From an optimization exercise on the open Yosys and OpenROAD flow, aimed at small area, a short achievable clock period and few clock cycles per item; shortcuts taken in it are not production practice.
RTL that was checked went through simulation tests only; none was proved equivalent to the original.

== the baseline ==
==> module mdc_b, before the edit <==
module mdc_b(
    input ld, clk,
    input [31:0] i_a, i_b,
    output [31:0] res,
    output done);
    reg [31:0] a, b;
    reg [4:0]  k;
    wire bz = (b == 32'd0);
    wire kz = (k == 5'd0);
    wire [31:0] bg  = b & {32{a[0]}};
    wire [31:0] gg = a & ~bg;
    wire [31:0] pp = ~(a ^ bg);
    reg  [31:0] G, P;
    integer i, j;
    always @* begin
        G = gg; P = pp;
        for (i = 1; i <= 5; i = i + 1)
            for (j = (1 << i) - 1; j < 32; j = j + (1 << i)) begin
                G[j] = G[j] | (P[j] & G[j - (1 << (i - 1))]);
                P[j] = P[j] & P[j - (1 << (i - 1))];
            end
        for (i = 5; i > 0; i = i - 1)
            for (j = (1 << i) + (1 << (i - 1)) - 1; j < 32; j = j + (1 << i)) begin
                G[j] = G[j] | (P[j] & G[j - (1 << (i - 1))]);
                P[j] = P[j] & P[j - (1 << (i - 1))];
            end
    end
    wire [32:0] c   = {G | P, 1'b1};
    wire [32:0] d   = {~c[32], pp ^ c[31:0]};
    wire        eq  = P[31];
    wire        neg = d[32];
    wire both_even  = ~a[0] & ~b[0];
    wire [8:0]  x   = (a[8:0] ^ bg[8:0]) | {7'd0, both_even, 1'b0};
    wire [2:0] sh = x[1] ? 3'd0 : x[2] ? 3'd1 : x[3] ? 3'd2 : x[4] ? 3'd3 :
                    x[5] ? 3'd4 : x[6] ? 3'd5 : x[7] ? 3'd6 : 3'd7;
    wire       big = (x[8:1] == 8'd0);
    wire [40:0] yx = {{9{neg}}, d[32:1]} >> sh;
    wire [31:0] ys = yx[31:0];
    wire [31:0] nb = neg ? {~ys[31:1], 1'b1} : ys;
    always @(posedge clk)
        if (ld) begin
            a <= i_a;
            b <= i_b;
            k <= 5'd0;
        end else if (bz) begin
            if (!kz) begin
                a <= {a[30:0], 1'b0};
                k <= k - 5'd1;
            end
        end else if (both_even) begin
            a <= {1'b0, b[31:1]};
            b <= nb;
            k <= k + 5'd1;
        end else if (!b[0] || (neg && big)) begin
            a <= b;
            b <= a;
        end else begin
            if (!neg)
                a <= b;
            b <= nb;
        end
    assign res = a;
    assign done = kz & (bz | (eq & a[0]));
endmodule
export LEC_CHECK = 0
export ABC_AREA = 1
export CAP_MARGIN = 20
export CORE_MARGIN = 2
export CORE_UTILIZATION = 50
export CTS_BUF_LIST = sky130_fd_sc_hd__clkbuf_4 sky130_fd_sc_hd__clkbuf_8
export SETUP_SLACK_MARGIN = 1.7
export SLEW_MARGIN = 20
create_clock -name core_clock -period 5.5 [get_ports {clk}]
standard.sh (not shown) runs the stock make flow with config.mk's settings and CLKGATE_MAP_FILE= SYNTH_SCRIPT=/design/flow/synth_recipe.tcl, a recipe that flattens the netlist after the stock synthesis.
==> flow/flow/run.sh <==
#!/bin/bash
# Standard layout, except that the port buffers are the smallest buffer
# (sky130_fd_sc_hd__buf_1) rather than the cell buffer_ports picks by itself.
# Every input and output port still gets its own buffer.
set -o pipefail
export BUFFER_PORTS_ARGS="-inputs -outputs -buffer_cell sky130_fd_sc_hd__buf_1"
bash standard.sh > standard.log 2>&1
Testbench counts of the baseline, summed over its fixed seeds: cycles 72,118, items 3,200.
### the baseline -> the candidate
==> flow/design.v <==
module mdc_b(
    input ld, clk,
    input [31:0] i_a, i_b,
    output [31:0] res,
    output done);
    reg [31:0] a, b;
    reg [4:0]  k;
    reg        bo;    
    wire bz = (b == 32'd0);
    wire kz = (k == 5'd0);
    wire [31:0] bg  = b;
    wire [31:0] gg = a & ~bg;
    wire [31:0] pp = ~(a ^ bg);
    reg  [31:0] G, P;
    integer i, j;
    always @* begin
        G = gg; P = pp;
        for (i = 1; i <= 5; i = i + 1)
            for (j = (1 << i) - 1; j < 32; j = j + (1 << i)) begin
                G[j] = G[j] | (P[j] & G[j - (1 << (i - 1))]);
                P[j] = P[j] & P[j - (1 << (i - 1))];
            end
        for (i = 5; i > 0; i = i - 1)
            for (j = (1 << i) + (1 << (i - 1)) - 1; j < 32; j = j + (1 << i)) begin
                G[j] = G[j] | (P[j] & G[j - (1 << (i - 1))]);
                P[j] = P[j] & P[j - (1 << (i - 1))];
            end
    end
    wire [32:0] c   = {G | P, 1'b1};
    wire [32:0] d   = {~c[32], pp ^ c[31:0]};
    wire        eq  = P[31];
    wire        neg = d[32];
    wire both_even  = ~a[0] & ~b[0];
    wire [32:0] y   = bo ? d : {1'b0, a};
    wire [8:0]  x   = (bo ? (a[8:0] ^ b[8:0]) : a[8:0]) | {7'd0, both_even, 1'b0};
    wire [2:0] sh = x[1] ? 3'd0 : x[2] ? 3'd1 : x[3] ? 3'd2 : x[4] ? 3'd3 :
                    x[5] ? 3'd4 : x[6] ? 3'd5 : x[7] ? 3'd6 : 3'd7;
    wire       big = (x[8:1] == 8'd0);
    wire        sneg = bo & neg;
    wire [40:0] yx = {{9{sneg}}, y[32:1]} >> sh;
    wire [31:0] ys = yx[31:0];
    wire [31:0] nb = sneg ? {~ys[31:1], 1'b1} : ys;
    reg [31:0] an, bn;
    reg [4:0]  kn;
    always @* begin
        an = a; bn = b; kn = k;
        if (ld) begin
            an = i_a;
            bn = i_b;
            kn = 5'd0;
        end else if (bz) begin
            bn = 32'd0;   
            if (!kz) begin
                an = {a[30:0], 1'b0};
                kn = k - 5'd1;
            end
        end else if (both_even) begin
            an = {1'b0, b[31:1]};
            bn = nb;
            kn = k + 5'd1;
        end else if (!b[0] || (sneg && big)) begin
            an = b;
            bn = a;
        end else begin
            if (!sneg)
                an = b;
            bn = nb;
        end
    end
    always @(posedge clk) begin
        a  <= an;
        b  <= bn;
        k  <= kn;
        bo <= an[0] & bn[0];
    end
    assign res = a;
    assign done = kz & (bz | (eq & a[0]));
endmodule
Notes after the runs:
- The candidate finished every step from synthesis to the final layout, and the layout passed the timing, DRC and antenna checks.
- Initial cell density of the core: higher on the baseline
- As far as number of top-level design ports goes, the baseline and the candidate are indistinguishable; the numbers are identical.
- Measured against each other, the baseline and the candidate differ in non-clock inverter total of the final layout, the lower figure coming from the baseline.
- In the candidate relative to the baseline, total number of clock tree sinks had gone up slightly.
- Compared to the baseline, the candidate has post-synth net total about 7% higher.
- Diff the baseline -> the candidate: number of setup buffers added after CTS up 1, clock tree buffer count of the final layout down 6.
The RTL of the candidate was laid out without a check of its function.


Another version of the RTL of mdc_b (not shown whole).
Size in the first run: ~1100 cells after synthesis, ~70 flip-flops, roughly 99 I/O pins, ~6700 um2 of cells after synthesis.
==> module mdc_b, before the edit <==
module mdc_b(
    input ld, clk,
    input [31:0] i_a, i_b,
    output [31:0] res,
    output done);
    reg [31:0] a, b;
    reg [4:0]  k;
    reg        bo;    
    wire bz = (b == 32'd0);
    wire kz = (k == 5'd0);
    wire [31:0] bg  = b & {32{bo}};
    wire [31:0] gg = a & ~bg;
    wire [31:0] pp = ~(a ^ bg);
    reg  [31:0] G, P;
    integer i, j;
    always @* begin
        G = gg; P = pp;
        for (i = 1; i <= 5; i = i + 1)
            for (j = (1 << i) - 1; j < 32; j = j + (1 << i)) begin
                G[j] = G[j] | (P[j] & G[j - (1 << (i - 1))]);
                P[j] = P[j] & P[j - (1 << (i - 1))];
            end
        for (i = 5; i > 0; i = i - 1)
            for (j = (1 << i) + (1 << (i - 1)) - 1; j < 32; j = j + (1 << i)) begin
                G[j] = G[j] | (P[j] & G[j - (1 << (i - 1))]);
                P[j] = P[j] & P[j - (1 << (i - 1))];
            end
    end
    wire [32:0] c   = {G | P, 1'b1};
    wire [32:0] d   = {~c[32], pp ^ c[31:0]};
    wire        eq  = P[31];
    wire        neg = d[32];
    wire both_even  = ~a[0] & ~b[0];
    wire [8:0]  x   = (a[8:0] ^ bg[8:0]) | {7'd0, both_even, 1'b0};
    wire [2:0] sh = x[1] ? 3'd0 : x[2] ? 3'd1 : x[3] ? 3'd2 : x[4] ? 3'd3 :
                    x[5] ? 3'd4 : x[6] ? 3'd5 : x[7] ? 3'd6 : 3'd7;
    wire       big = (x[8:1] == 8'd0);
    wire [40:0] yx = {{9{neg}}, d[32:1]} >> sh;
    wire [31:0] ys = yx[31:0];
    wire [31:0] nb = neg ? {~ys[31:1], 1'b1} : ys;
    reg [31:0] an, bn;
    reg [4:0]  kn;
    always @* begin
        an = a; bn = b; kn = k;
        if (ld) begin
            an = i_a;
            bn = i_b;
            kn = 5'd0;
        end else if (bz) begin
            bn = 32'd0;   
            if (!kz) begin
                an = {a[30:0], 1'b0};
                kn = k - 5'd1;
            end
        end else if (both_even) begin
            an = {1'b0, b[31:1]};
            bn = nb;
            kn = k + 5'd1;
        end else if (!b[0] || (neg && big)) begin
            an = b;
            bn = a;
        end else begin
            if (!neg)
                an = b;
            bn = nb;
        end
    end
    wire bon = ld ? (i_a[0] & i_b[0]) : bz ? 1'b0 : both_even ? (a[1] & b[1]) :
               !b[0] ? 1'b0 : (neg && big) ? 1'b1 : !big;
    always @(posedge clk) begin
        a  <= an;
        b  <= bn;
        k  <= kn;
        bo <= bon;
    end
    assign res = a;
    assign done = kz & (bz | (eq & a[0]));
endmodule
==> flow/config.mk <==
export PLATFORM = sky130hd
export DESIGN_NAME = mdc_b
export DESIGN_NICKNAME = mdc_b
export VERILOG_FILES = /design/flow/design.v
export SDC_FILE = /design/flow/constraint.sdc
export NUM_CORES = 4
export LEC_CHECK = 0
export ABC_AREA = 1
export CAP_MARGIN = 20
export CORE_MARGIN = 2
export CORE_UTILIZATION = 50
export SETUP_SLACK_MARGIN = 1.9
export SLEW_MARGIN = 20
==> flow/constraint.sdc <==
create_clock -name core_clock -period 5.5 [get_ports {clk}]
set_input_delay 1.1000 -clock core_clock [delete_from_list [all_inputs] [get_ports {clk}]]
set_output_delay 1.1000 -clock core_clock [all_outputs]
set_load 0.01 [all_outputs]
==> flow/flow/run.sh <==
#!/bin/bash
# The standard layout (standard.sh) with two changes:
#  - the port buffers are sky130_fd_sc_hd__buf_1 (every port still gets one);
#  - clock tree synthesis uses clkbuf_4/clkbuf_8 and inserts no dummy loads.
# The output of the whole run goes to standard.log; ORFS's per-step logs are
# under orfs/logs/.
set -euo pipefail
export BUFFER_PORTS_ARGS="-inputs -outputs -buffer_cell sky130_fd_sc_hd__buf_1"
export CTS_ARGS="-sink_clustering_enable -repair_clock_nets -dont_use_dummy_load -buf_list {sky130_fd_sc_hd__clkbuf_4 sky130_fd_sc_hd__clkbuf_8}"
bash standard.sh > standard.log 2>&1
==> next run, changes <==
--- a/flow/design.v
+++ b/flow/design.v
@@ -65,13 +65,11 @@
             bn = nb;
         end
     end
-    wire bon = ld ? (i_a[0] & i_b[0]) : bz ? 1'b0 : both_even ? (a[1] & b[1]) :
-               !b[0] ? 1'b0 : (neg && big) ? 1'b1 : !big;
     always @(posedge clk) begin
         a  <= an;
         b  <= bn;
         k  <= kn;
-        bo <= bon;
+        bo <= an[0] & bn[0];
     end
     assign res = a;
     assign done = kz & (bz | (eq & a[0]));
Effect: The changed run completed with no timing, DRC or antenna violations; worst hold slack got worse by 0.011 ns; synthesized area rises by 3.7%; synthesized cell count stays flat; non-clock buffer count goes down by 1.
Testbench counts after the change, summed over its fixed seeds: cycles 72,118, items 3,200.
For the first run of this note, only the layout was checked, not whether the RTL still works.

[port drivers added, routing unchanged]
The results above use ideal ports. As a check the final layouts listed here were re-extracted and re-timed, cells and wires unchanged.
Step 1, drivers: a clkbuf_16 drives clk and a buf_2 each remaining input, both assumed.
Step 2 moves the port delays by t, midway between the first and last clock arrival at a register: inputs arrive t later, outputs are due t later. That takes back most of the time a late clock gives input paths.
Slacks: ideal / step 1 / step 2; pairs: ideal / step 1.
run | t, ns | slack for setup (ns) | worst setup path at the end | worst slew at a driven data input, ns
the baseline | 0.383 | 1.795 / 1.761 / 1.890 | register to register | 0.03
the candidate | 0.411 | 1.858 / 1.818 / 1.995 | register to register | 0.03
the first run of note 2 | 0.375 | 1.986 / 1.957 / 2.071 | register to register | 0.04
the second run of note 2 | 0.381 | 2.036 / 2.003 / 2.104 | register to register | 0.04
After both steps setup and hold are still met in every run listed.
